This design comes from an exercise in tuning for small area and a short achievable clock period on the open sky130 flow, not from production work. For this run, only the layout was checked, not whether the RTL still works. Power is estimated from default activity; no workload was simulated.

==> flow/run.sh <==
#!/bin/bash
# The standard layout (standard.sh), with these changes to synthesis and
# placement. Registers and their names are the standard synthesis's.
#  - synthesis keeps the modules apart (SYNTH_HIERARCHICAL in config.mk) and
#    abc maps each module with its own script, flow/abc_<module>.script
#    (flow/abc.script for any other module), each with its own delay target;
#    the design is flattened afterwards as in the standard synthesis;
#  - full/half adder cells are not extracted (abc maps that logic too);
#  - the port buffers start as buf_1 cells (the resizer sizes them up where
#    timing needs it).
# make's output goes to flow.log; ORFS keeps each step's log under orfs/logs.
set -euo pipefail
W=$PWD
export ADDER_MAP_FILE=
export BUFFER_PORTS_ARGS="-buffer_cell sky130_fd_sc_hd__buf_1"
{
  head -n 1 synth_recipe.tcl
  cat <<EOT
proc abc {args} {
  set i [lsearch -exact \$args -script]
  set mods [split [string trim [tee -q -s result.string select -list-mod =*]] "\n"]
  set done {}
  foreach f [glob -nocomplain $W/flow/abc_*.script] {
    set m [string range [file rootname [file tail \$f]] 4 end]
    if {[lsearch -exact \$mods \$m] < 0} { continue }
    set a \$args
    lset a [expr {\$i + 1}] \$f
    yosys abc {*}\$a =\$m
    lappend done \$m
  }
  set rest [list]
  foreach m \$mods { if {[lsearch -exact \$done \$m] < 0} { lappend rest =\$m } }
  if {[llength \$rest]} {
    set a \$args
    lset a [expr {\$i + 1}] $W/flow/abc.script
    yosys abc {*}\$a {*}\$rest
  }
}
EOT
  tail -n +2 synth_recipe.tcl
} > my_synth.tcl
sed "s#SYNTH_SCRIPT=[^ ]*#SYNTH_SCRIPT=$W/my_synth.tcl#" standard.sh > my_standard.sh
grep -q "SYNTH_SCRIPT=$W/my_synth.tcl" my_standard.sh
bash my_standard.sh > flow.log 2>&1
==> flow/abc.script <==
strash
dch
map
topo
buffer
upsize
dnsize
==> flow/abc_ALU_add.script <==
strash
dch
map -D 2000
topo
buffer
upsize -D 2000
dnsize -D 2000
==> flow/abc_ALU_decode.script <==
strash
dch
map -D 300
topo
buffer
upsize -D 300
dnsize -D 300
==> flow/abc_ALU_operands.script <==
strash
dch
map -D 1200
topo
buffer
upsize -D 1200
dnsize -D 1200
==> flow/abc_ALU_slice.script <==
&get -n
&st
&dch
&nf -a
&put
==> standard.sh <==
#!/bin/bash
# synth_recipe.tcl (not shown) runs the flow's synth.tcl, then flattens the netlist and writes it again
# the make line also repeats each setting of config.mk as NAME=value (left out here)
make -C /OpenROAD-flow-scripts/flow DESIGN_CONFIG=/design/flow/config.mk WORK_HOME=/design/flow/orfs CLKGATE_MAP_FILE= SYNTH_SCRIPT=/design/flow/synth_recipe.tcl "${@:-finish}"
==> config.mk <==
export PLATFORM = sky130hd
export DESIGN_NAME = ALU_top
export DESIGN_NICKNAME = ALU_top
export VERILOG_FILES = /design/flow/design.v
export SDC_FILE = /design/flow/constraint.sdc
export NUM_CORES = 4
export LEC_CHECK = 0
export CAP_MARGIN = 20
export CORE_MARGIN = 2
export CORE_UTILIZATION = 40
export SETUP_SLACK_MARGIN = 3.7
export SLEW_MARGIN = 20
export SYNTH_HIERARCHICAL = 1
export SYNTH_MINIMUM_KEEP_SIZE = 0
==> constraint.sdc <==
create_clock -name core_clock -period 6.5 [get_ports {clk}]
set_input_delay 1.3000 -clock core_clock [delete_from_list [all_inputs] [get_ports {clk}]]
set_output_delay 1.3000 -clock core_clock [all_outputs]
set_load 0.01 [all_outputs]
==> design.v <==
module ALU_decode (
    input  [3:0] OPERATION,
    output [3:0] xt,         
    output [3:0] xt0,        
    output       y_b,        
    output       y_nb,       
    output       y_c,        
    output       cin
);
    wire op_and  = (OPERATION == 4'b0000);
    wire op_or   = (OPERATION == 4'b0001);
    wire op_pass = (OPERATION == 4'b0111);
    wire op_nor  = (OPERATION == 4'b1100);
    wire op_sub  = (OPERATION == 4'b0110);
    wire op_neg  = (OPERATION == 4'b0101);
    wire op_add  = ~(op_and | op_or | op_pass | op_nor | op_sub | op_neg);
    assign xt[0]  = op_nor;
    assign xt[1]  = op_or | op_pass | op_neg;
    assign xt[2]  = op_add | op_sub | op_or | op_neg;
    assign xt[3]  = op_add | op_sub | op_and | op_or | op_pass;
    assign xt0[0] = op_nor | op_neg;
    assign xt0[1] = op_or | op_pass;
    assign xt0[2] = op_add | op_sub | op_or;
    assign xt0[3] = op_add | op_sub | op_and | op_or | op_pass | op_neg;
    assign y_b  = op_add;
    assign y_nb = op_sub;
    assign y_c  = op_neg;
    assign cin  = op_sub | op_neg;
endmodule
module ALU_slice (
    input        a,
    input        b,
    input        c,
    input  [3:0] xt,
    input        y_b,
    input        y_nb,
    input        y_c,
    output       x,
    output       y
);
    assign x = b ? (a ? xt[3] : xt[1]) : (a ? xt[2] : xt[0]);
    assign y = (y_b & b) | (y_nb & ~b) | (y_c & c);
endmodule
module ALU_operands (
    input  [63:0] A,
    input  [63:0] B,
    input  [3:0]  OPERATION,
    output [63:0] X,
    output [63:0] Y,
    output        cin
);
    wire [3:0] xt, xt0;
    wire y_b, y_nb, y_c;
    ALU_decode dec(.OPERATION(OPERATION), .xt(xt), .xt0(xt0), .y_b(y_b), .y_nb(y_nb),
                   .y_c(y_c), .cin(cin));
    wire [63:0] c = {~(A[62:1] | B[62:1]), ~(A[0] & B[0]), 1'b0};
    genvar i;
    generate
        for (i = 0; i < 64; i = i + 1) begin : sl
            ALU_slice s(.a(A[i]), .b(B[i]), .c(c[i]), .xt(i == 0 ? xt0 : xt),
                        .y_b(y_b), .y_nb(y_nb), .y_c(y_c), .x(X[i]), .y(Y[i]));
        end
    endgenerate
endmodule
module ALU_add (
    input  [63:0] X,
    input  [63:0] Y,
    input         cin,
    output [63:0] Out,
    output        Z
);
    wire [63:0] p = X ^ Y;
    wire [63:0] g0 = X & Y;
    wire [63:0] g = {g0[63:1], g0[0] | (p[0] & cin)};
    localparam LV = 6;
    wire [63:0] ug [0:LV];
    wire [63:0] up [0:LV];
    assign ug[0] = g;
    assign up[0] = p;
    genvar l, j;
    generate
        for (l = 0; l < LV; l = l + 1) begin : ul
            for (j = 0; j < 64; j = j + 1) begin : un
                if ((j % (1 << (l + 1))) == (1 << (l + 1)) - 1) begin : comb
                    assign ug[l+1][j] = ug[l][j] | (up[l][j] & ug[l][j - (1 << l)]);
                    assign up[l+1][j] = up[l][j] & up[l][j - (1 << l)];
                end else begin : pass
                    assign ug[l+1][j] = ug[l][j];
                    assign up[l+1][j] = up[l][j];
                end
            end
        end
    endgenerate
    wire [63:0] dg [0:LV];
    assign dg[LV] = ug[LV];
    generate
        for (l = LV - 1; l >= 0; l = l - 1) begin : dl
            for (j = 0; j < 64; j = j + 1) begin : dn
                if (j >= (1 << (l + 1)) && (j % (1 << (l + 1))) == (1 << l) - 1) begin : comb
                    assign dg[l][j] = dg[l+1][j] | (up[l][j] & dg[l+1][j - (1 << l)]);
                end else begin : pass
                    assign dg[l][j] = dg[l+1][j];
                end
            end
        end
    endgenerate
    assign Out = p ^ {dg[0][62:0], cin};
    wire [63:0] t = X | Y;
    assign Z = &(p ~^ {t[62:0], cin});
endmodule
module ALU_top(
    input             clk,
    input      [63:0] A,
    input      [63:0] B,
    input      [3:0]  OPERATION,
    output reg [63:0] Out,
    output reg        Z
);
    wire [63:0] x_d, y_d;
    wire        cin_d;
    reg  [63:0] x_q, y_q;
    reg         cin_q;
    wire [63:0] alu_out;
    wire        alu_z;
    ALU_operands ops(.A(A), .B(B), .OPERATION(OPERATION), .X(x_d), .Y(y_d), .cin(cin_d));
    ALU_add      add(.X(x_q), .Y(y_q), .cin(cin_q), .Out(alu_out), .Z(alu_z));
    always @(posedge clk) begin
        x_q   <= x_d;
        y_q   <= y_d;
        cin_q <= cin_d;
        Out   <= alu_out;
        Z     <= alu_z;
    end
endmodule
==> reports/qor.yml <==
status: "complete, no violations"
routabilityCongestion: 0.8300
finalCriticalPeriod_ps: 2824
rsz0062_at_grt: "true"
grt_start_max_net_pins: 65
synth_cell_type_count: 54
crit_arrival_ps: 3130
synthAdderAreaFrac_pct: 0.1113
root_buffer: "clkbuf_16"
yosysSeqAreaShare_pct: 38.39
diodes: 0
synth-edff-count: 0
synth-compound-area-share_pct: 14.51
num-nets-final: 1501
tightest_slew_ps: 759.7
cts_tree: "built"
slew_violations: 0
port_buffers: 197
power.density_nw_per_um2: 299.8
maxCapViolations: 0
critPathRequiredTime_ps: 6810
max_freq_ghz: 0.3542
die_h_um: 163.0
vias: 8648
fin_total_pwr_mw: 3.728
dpl.hpwl_um: 20110
drc_errors: 0
grt_pass1_wl_um: 43100
critical_path_buf_inv_count: 1
first_global_vias: 8092
grt_usage_pct: 21.35
cts_made_buffers: 17
wire_per_inst_um: 16.77
peakVddDrop_mv: 0.1360
ant_nets: 0
synthXorXnorAreaFrac_pct: 10.98
worst_slew_margin_rel_pct: 49.35
drt-initial-drc-count: 512
ys.warnings.count: 436
synthCells: 1120
hold_violations: 0
synth_top_area_share_pct: 38.39
routed_wl_um: 28690
clk_latency_ps: 430
fill_cells: 2451
clk_pin_slew_ps: 70
syn_area_per_cell_sq_um: 9.033
die_x_um: 163.0
synth.net_count: 1253
start_kind: "flop"
die_area_sq_um: 26580
ys.flop_type: "dfxtp_1"
start_util_pct: 40.41
synth_seq_cells: 194
cp_max_fo: 3
globalRouteOverflowTotal: 0
fin_setup_tns_ps: 0
fin_crit_sh_pct: 43.44
muxShareOfSynthArea_pct: 14.25
critical_path.top_delay_family: "compound AO/OA/AOI/OAI gates"
via_per_inst: 5.054
yosysTopAreaCell: "dfxtp_1"
finClkSkew_ps: 9.111
dr.pass1.iters: 4
area_growth_pct: 22.94
h-tree-depth: 4
power.leakage_nw: 4.895
core_sq_um: 25040
setup_viol: 0
slowest_delay_ps: 330
pin_count: 198
cts.sinks: 194
rows: 58
cts_buffer_depth: 2
cp-end-kind: "flop"
path_class: "flop to flop"
ys_async_sr_fraction_pct: 0
drive_gt1_share_pct: 16.58
slowest_stage: "dfxtp_2"
antenna_found_initial: 0
hold_path.class: "flop to flop"
synth_top_family_by_area: "simple AND/OR/NAND/NOR gates"
path_cells: "and2_4, maj3_2, a31o_4, a41oi_4, o2111ai_4, a31oi_4, buf_6, o21bai_4, a21oi_2, nor2_2, nor2_2, o21ai_2, a21oi_2, xnor2_1"
netlist_area_sq_um: 10120
synthSimpleGateAreaFrac_pct: 16.79
synthTopCellsByArea: "dfxtp_1 (38%), mux4_2 (14%), nor2_1 (7.8%)"
## stage by stage
step / hold WS, ps / cells / utilization (%) / cell area [sq um] / worst slack (ps)
floorplan: 447.0 / 1120 / - / 10150 / 3102
global route: 555.8 / 1711 / 49.68 / 12440 / 3530
detailed placement: 512.5 / 1652 / 45.36 / 11360 / 3041
CTS: 527.1 / 1699 / 48.56 / 12160 / 3569
finish: 528.4 / 1711 / 49.68 / 12440 / 3676
global placement: 505.5 / 1652 / 45.36 / 11360 / 3055
## kinds of logic (layout without fill, tap and decap cells)
group                    count (synthesis)  count (layout)
AO/OA/AOI/OAI                          213             213
XOR/XNOR                               126             126
other                                    1               1
flip-flops                             194             194
buffers and inverters                  132             393
multiplexers                            64              64
adder cells (fa/ha/maj)                  1               1
AND/OR/NAND/NOR                        389             389
## Yosys stat by module, one instance, submodules excluded
module | cells inside | times used | flops+latches | area, sq um
ALU_top | 194 | 1 | 194 | 3884
ALU_add | 576 | 1 | 0 | 3354
ALU_operands | 64 | 1 | 0 | 240.2
ALU_decode | 30 | 1 | 0 | 156.4
ALU_slice | 4 | 64 | 0 | 38.79
## path summary, 6_finish.rpt
| check | from | end | slack, ps | cells after the start |
|---|---|---|---|---|
| worst max-delay path | x_q[6]$_DFF_P_ | Out[47]$_DFF_P_ | 3680 | 14 |
| worst min-delay path | cin_q$_DFF_P_ | Out[0]$_DFF_P_ | 530 | 1 |
| worst max register to register | x_q[6]$_DFF_P_ | Out[47]$_DFF_P_ | 3680 | 14 |
| worst min register to register | cin_q$_DFF_P_ | Out[0]$_DFF_P_ | 530 | 1 |
## layout by cell type (no fill, tap or decap), drive strengths merged, types with 2 or more instances in the layout
cell | netlist | routed
o21bai | 2 | 2
nor4 | 7 | 7
clkinv | 64 | 67
clkbuf | 1 | 24
and2 | 30 | 30
nand2 | 88 | 88
xnor2 | 39 | 39
a211oi | 3 | 3
a21oi | 41 | 41
a41oi | 2 | 2
a22oi | 65 | 65
bufinv | 0 | 2
o221ai | 2 | 2
o21ai | 80 | 80
dfxtp | 194 | 194
a21boi | 2 | 2
a31oi | 3 | 3
o21a | 2 | 2
mux4 | 64 | 64
or2 | 8 | 8
buf | 1 | 231
nor3 | 8 | 8
xor2 | 87 | 87
inv | 66 | 66
nor2b | 2 | 2
nand4 | 22 | 22
clkinvlp | 0 | 3
nand3 | 11 | 11
nor2 | 213 | 213
## sequential cells by signal, summed over array words and instances, names as in the netlist
signal and flops:
Out 64, y_q 64, x_q 64, cin_q 1, Z 1
## where the power goes
part	leakage, nW	internal (mW)	switching (mW)	total, mW
Sequential	1.63	1.42	0.0837	1.51
Combinational	2.99	0.467	0.707	1.17
Clock	0.275	0.589	0.459	1.05
## Yosys cell counts, types with 3 or more instances
library cell  instances
nand3_1               9
nor4_1                7
a211oi_1              3
and2_2                5
o21ai_0              74
and2_1               25
nand2_1              85
or2_2                 7
xnor2_1              39
nand4_1              21
dfxtp_1             194
nor3_1                8
a21oi_2               5
a22oi_1              65
inv_1                66
mux4_2               64
nand2_2               3
a21oi_1              36
clkinv_1             64
nor2_1              210
xor2_1               86
o21ai_2               4
## metal layers
layer / vias to the layer above / wire, um / track usage [%]
li1: 4336 / - / -
met1: 4044 / 12740 / 28.56
met2: 238 / 13670 / 35.32
met3: 30 / 1740 / 4.165
met4: 0 / 533 / 5.873
met5: - / 0 / 0
## layout make-up
type	count	area (sq um)	area share, %
tap	330	412.9	3.320
inverter	130	504.2	4.054
sequential	194	3889	31.26
clock buffer	24	471.7	3.792
clock inverter	8	102.6	0.8249
multi-input combinational	794	6036	48.53
timing repair buffer	231	1022	8.218
## repair_timing
| item | 4_1_cts | 5_1_grt |
|---|---|---|
| pin swaps | 19 | 21 |
| endpoints found under the setup margin | 124 | 157 |
| buffers inserted | 15 | 12 |
| resized for setup | 32 | 48 |
| hold buffers | 0 | 0 |

port drivers added, routing unchanged:
The flow's constraints put no driver on any port. The routed layout listed below was extracted and timed again, unchanged, in two steps. Step 1 (the two cells are an assumption about what drives the block):
set clk [get_ports {clk}]
set_driving_cell -lib_cell sky130_fd_sc_hd__clkbuf_16 $clk
set_driving_cell -lib_cell sky130_fd_sc_hd__buf_2 [delete_from_list [all_inputs] $clk]
Step 2 times the ports against the registers' clock, not the clock port: input delays grow and output delays shrink by t, the midpoint of the rising clock arrivals with the driver on. Slacks: ideal / step 1 / step 2; pairs: ideal / step 1.
t, ns: 0.475
setup WS [ns]: 3.676 / 3.676 / 3.401
hold slack, ns: 0.528 / 0.528 / 0.528
worst register clock-pin slew, ns: 0.07 / 0.07
After both steps setup and hold are still met in this run. The setup slack of this run moves by 0.000 ns with the drivers and by -0.275 ns with both steps.
